Background: an optimization exercise with open tools, aiming at small area, a short achievable clock period and few clock cycles. Do not read the settings as production practice. In this exercise RTL edits were held to simulation tests only and were not proved equivalent to the original. Power is estimated from default activity; no workload was simulated.

==> inputs of 07-03 <==
==> flow/design.v <==
`timescale 1ns / 1ps
module Translate (
    input             CLK,
    input             RSTn,        
    output     [15:0] MADDR,       
    output            M_W,         
    output     [15:0] MDATAOUT,    
    input      [15:0] MDATAIN,     
    output reg        HALTED
);
    parameter word_size = 16;
    reg [1:0]            stage;    
    reg [word_size-1:0]  PC;
    reg [word_size-1:0]  I_IN;
    reg [word_size-1:0]  regdata1;
    reg                  equal;
    reg [word_size-1:0]  REG [15:0];
    wire [3:0] op      = I_IN[15:12];
    wire [3:0] regaddr1 = I_IN[11:8];
    wire [3:0] regaddr2 = I_IN[7:4];
    wire [3:0] regaddr3 = I_IN[3:0];
    wire [7:0] im      = I_IN[7:0];
    wire [3:0] offset  = I_IN[3:0];
    wire [7:0] target  = I_IN[11:4];
    wire [word_size-1:0] r1 = REG[regaddr1];
    wire [word_size-1:0] r2 = REG[regaddr2];
    wire [word_size-1:0] r3 = REG[regaddr3];
    wire mem_op = (op == 4'b0001) || (op == 4'b0011);
    assign MADDR    = (stage == 2'd2 && mem_op) ? {8'b0, im} : PC;
    assign M_W      = (stage == 2'd2 && op == 4'b0011);
    assign MDATAOUT = r1;
    wire [word_size-1:0] sum  = r2 + r3;
    wire [word_size-1:0] diff = r2 - r3;
    wire add_overflow = (r2[16-1] & r3[16-1] & ~sum[16-1]) |
                        (~r2[16-1] & ~r3[16-1] & sum[16-1]);
    wire sub_overflow = (r2[16-1] & ~r3[16-1] & ~diff[16-1]) |
                        (~r2[16-1] & r3[16-1] & diff[16-1]);
    always @(posedge CLK) begin
        if (!RSTn) begin
            stage  <= 2'd0;
            PC     <= 16'd0;
            HALTED <= 1'b0;
        end else if (!HALTED) begin
            stage <= stage + 2'd1;
            case (stage)
            2'd1: I_IN <= MDATAIN;
            2'd2: begin
                equal <= (r1 == r2);
                case (op)
                4'b0111: begin
                    regdata1 <= sum;
                    REG[4'b0111] <= {15'b0, add_overflow};
                end
                4'b1000: begin
                    regdata1 <= diff;
                    REG[4'b0111] <= {15'b0, sub_overflow};
                end
                4'b0110:   regdata1 <= r2 | r3;
                4'b0101:  regdata1 <= r2 & r3;
                4'b1001:  regdata1 <= (r2 < r3) ? 16'd1 : 16'd0;
                default: ;
                endcase
            end
            2'd3: begin
                case (op)
                4'b0001: begin
                    REG[regaddr1] <= MDATAIN;
                    PC <= PC + 16'd1;
                end
                4'b0011: PC <= PC + 16'd1;
                4'b0111, 4'b1000, 4'b0110, 4'b0101, 4'b1001: begin
                    REG[regaddr1] <= regdata1;
                    PC <= PC + 16'd1;
                end
                4'b1100: begin
                    REG[regaddr1] <= {8'b0, im};
                    PC <= PC + 16'd1;
                end
                4'b1010: PC <= equal ? PC + {12'b0, offset} : PC + 16'd1;
                4'b1011: PC <= {8'b0, target};
                default: HALTED <= 1'b1;
                endcase
            end
            default: ;
            endcase
        end
    end
endmodule
==> flow/run.sh <==
#!/bin/bash
# synth_recipe.tcl (not shown) runs the flow's synth.tcl, then flattens the netlist and writes it again
# the make line also repeats each setting of config.mk as NAME=value (left out here)
make -C /OpenROAD-flow-scripts/flow DESIGN_CONFIG=/design/flow/config.mk WORK_HOME=/design/flow/orfs CLKGATE_MAP_FILE= SYNTH_SCRIPT=/design/flow/synth_recipe.tcl finish
==> flow/config.mk <==
export PLATFORM = sky130hd
export DESIGN_NAME = Translate
export DESIGN_NICKNAME = Translate
export VERILOG_FILES = /design/flow/design.v
export SDC_FILE = /design/flow/constraint.sdc
export NUM_CORES = 4
export LEC_CHECK = 0
export CAP_MARGIN = 20
export CORE_MARGIN = 2
export CORE_UTILIZATION = 40
export SLEW_MARGIN = 20
==> flow/constraint.sdc <==
create_clock -name core_clock -period 6.0 [get_ports {CLK}]
set_input_delay 1.2000 -clock core_clock [delete_from_list [all_inputs] [get_ports {CLK}]]
set_output_delay 1.2000 -clock core_clock [all_outputs]
set_load 0.01 [all_outputs]
==> inputs of 04-07, as changes to 07-03 <==
==> flow/design.v, changed modules only <==
module Translate (
    input             CLK,
    input             RSTn,        
    output     [15:0] MADDR,       
    output            M_W,         
    output     [15:0] MDATAOUT,    
    input      [15:0] MDATAIN,     
    output            HALTED
);
    localparam [3:0] OP_LW = 4'b0001, OP_SW = 4'b0011, OP_AND = 4'b0101,
                     OP_OR = 4'b0110, OP_ADD = 4'b0111, OP_SUB = 4'b1000,
                     OP_SLT = 4'b1001, OP_BEQ = 4'b1010, OP_J = 4'b1011,
                     OP_ADDI = 4'b1100;
    reg  [255:0] RF;       
    reg  [15:0]  NPC;      
    reg          AV;       
    reg  [15:0]  IR;       
    reg          IV;       
    reg  [3:0]   RB;       
    reg  [15:0]  BT;       
    reg          H;        
    reg          LWP;      
    reg  [3:0]   LWD;      
    wire [3:0] op = IR[15:12];
    wire [3:0] wa = IR[11:8];
    wire [3:0] ra = IR[7:4];
    wire [7:0] im = IR[7:0];
    wire is_lw   = (op == OP_LW);
    wire is_sw   = (op == OP_SW);
    wire is_and  = (op == OP_AND);
    wire is_or   = (op == OP_OR);
    wire is_add  = (op == OP_ADD);
    wire is_sub  = (op == OP_SUB);
    wire is_slt  = (op == OP_SLT);
    wire is_beq  = (op == OP_BEQ);
    wire is_addi = (op == OP_ADDI);
    wire is_halt = (op == 4'b0000) || (op == 4'b0010) || (op == 4'b0100) ||
                   (op == 4'b1101) || (op == 4'b1110) || (op == 4'b1111);
    wire ex = IV & ~LWP & ~H;
    wire [15:0] A = RF[{ra, 4'b0} +: 16];
    wire [15:0] B = RF[{RB, 4'b0} +: 16];
    wire        inv = is_sub | is_slt;
    wire [15:0] Bx  = inv ? ~B : B;
    wire [16:0] S   = {1'b0, A} + {1'b0, Bx} + {16'b0, inv};
    wire        ovf = (A[15] == Bx[15]) & (S[15] != A[15]);
    reg [15:0] res;
    always @(*) begin
        case (op)
        OP_AND:  res = A & B;
        OP_OR:   res = A | B;
        OP_SLT:  res = {15'b0, ~S[16]};
        OP_ADDI: res = {8'b0, im};
        default: res = S[15:0];
        endcase
    end
    wire eq    = (A == B);
    wire taken = ex & is_beq & eq;
    wire we    = ex & (is_and | is_or | is_add | is_sub | is_slt | is_addi);
    wire ovw   = ex & (is_add | is_sub);
    wire mem_e = ex & (is_lw | is_sw);
    wire hit   = ex & is_sw & AV & (({8'b0, im} + 16'd1) == NPC);
    wire in_j  = AV & (MDATAIN[15:12] == OP_J);
    wire [15:0] jt = {8'b0, MDATAIN[11:4]};
    wire [15:0] fa = in_j ? jt : NPC;
    wire jf    = in_j & ~taken & ~hit;     
    assign MADDR    = mem_e ? {8'b0, im} : fa;
    assign M_W      = ex & is_sw;
    assign MDATAOUT = B;
    assign HALTED   = H | (IV & ~LWP & is_halt);
    wire [15:0] wd = LWP ? MDATAIN : res;
    integer k;
    always @(posedge CLK) begin
        for (k = 0; k < 16; k = k + 1) begin
            if (LWP ? (LWD == k) : (we & (wa == k)))
                RF[16*k +: 16] <= wd;
            else if (k == 7 && ovw)
                RF[16*k +: 16] <= {15'b0, ovf};
        end
    end
    wire [3:0] in_op = MDATAIN[15:12];
    wire [4:0] zm1   = {1'b0, MDATAIN[3:0]} - 5'd1;
    always @(posedge CLK) begin
        if (AV) begin
            IR <= MDATAIN;
            RB <= (in_op == OP_SW || in_op == OP_BEQ) ? MDATAIN[11:8] : MDATAIN[3:0];
            BT <= NPC + {{11{zm1[4]}}, zm1};
        end
        LWD <= wa;
        if (!RSTn) begin
            NPC <= 16'd0;
            AV  <= 1'b0;
            IV  <= 1'b0;
            H   <= 1'b0;
            LWP <= 1'b0;
        end else begin
            LWP <= ex & is_lw;
            if (ex & is_halt) H <= 1'b1;
            AV  <= ~mem_e & ~taken;
            IV  <= (AV & ~in_j & ~taken & ~hit) | (IV & ~ex);
            if (taken)      NPC <= BT;
            else if (hit)   NPC <= {8'b0, im};
            else if (!mem_e) NPC <= fa + 16'd1;
            else if (jf)    NPC <= jt;
        end
    end
endmodule
Settings changed: SETUP_SLACK_MARGIN from default to 2.5.
==> reports/qor.txt <==
Worst setup endpoint: REG[1][0]$_DFFE_PP_
Vias/cell: 6.46
Worst Reg-to-Reg Cells: 14
Crit Path Max Fanout: 25
Crit-path cells: buf_4, mux4_2, mux4_2, inv_1, ha_1, inv_1, o221ai_1, a21oi_1, a221oi_1, nor4_1, a211o_1, a31oi_1, o21ai_0, buf_4
Status: finished clean
Setup Skew: 0.0254 ns
(the above is from 07-03)
==> reports/qor.txt <==
Met3 usage: 4.23%
Vias/cell: 6.06
Filler instances: 3628
Worst Reg-to-Reg Cells: 16
Largest net degree at the start of global routing: 64
Crit-path cells: buf_12, buf_12, buf_16, mux4_2, mux4_2, xor2_2, fa_2, a21oi_4, o21bai_4, a211oi_2, o31a_1, o21ai_2, o311a_1, a211o_1, a2bb2oi_4, buf_12
Crit Path Max Fanout: 14
Status: finished clean
Worst setup endpoint: RF[62]$_DFFE_PP_
Clock Power Share: 32.7%
Most flops, register: RF
Via count: 12587
Non-clock buffer total of the final layout: 262
Setup Skew: 0.0252 ns
(the above is from 04-07)
Testbench counts of 04-07, summed over its fixed seeds: cycles 191,203.

-- static timing again, ports no longer ideal --
The results above use ideal ports. As a check the final layouts listed here were re-extracted and re-timed, cells and wires unchanged.
Step 1: set_driving_cell puts a clkbuf_16 on CLK and a buf_2 on each other input, an assumption about the parent block.
Step 2, shift: input delay + t, output delay - t, t = (earliest + latest rising clock arrival at the registers) / 2. This alone moves slack from input paths to output paths.
a / b / c = ideal ports / drivers / drivers and shift; a / b = the first two.
run | t (ns) | setup slack, ns | hold slack, ns | slew at the worst register clock pin (ns)
07-03 | 0.603 | 1.131 / 1.131 / 1.131 | 0.538 / 0.538 / 0.538 | 0.07 / 0.07
04-07 | 0.601 | 1.598 / 1.598 / 1.598 | 0.442 / 0.442 / 0.442 | 0.06 / 0.06
After both steps every run listed still meets setup and hold.
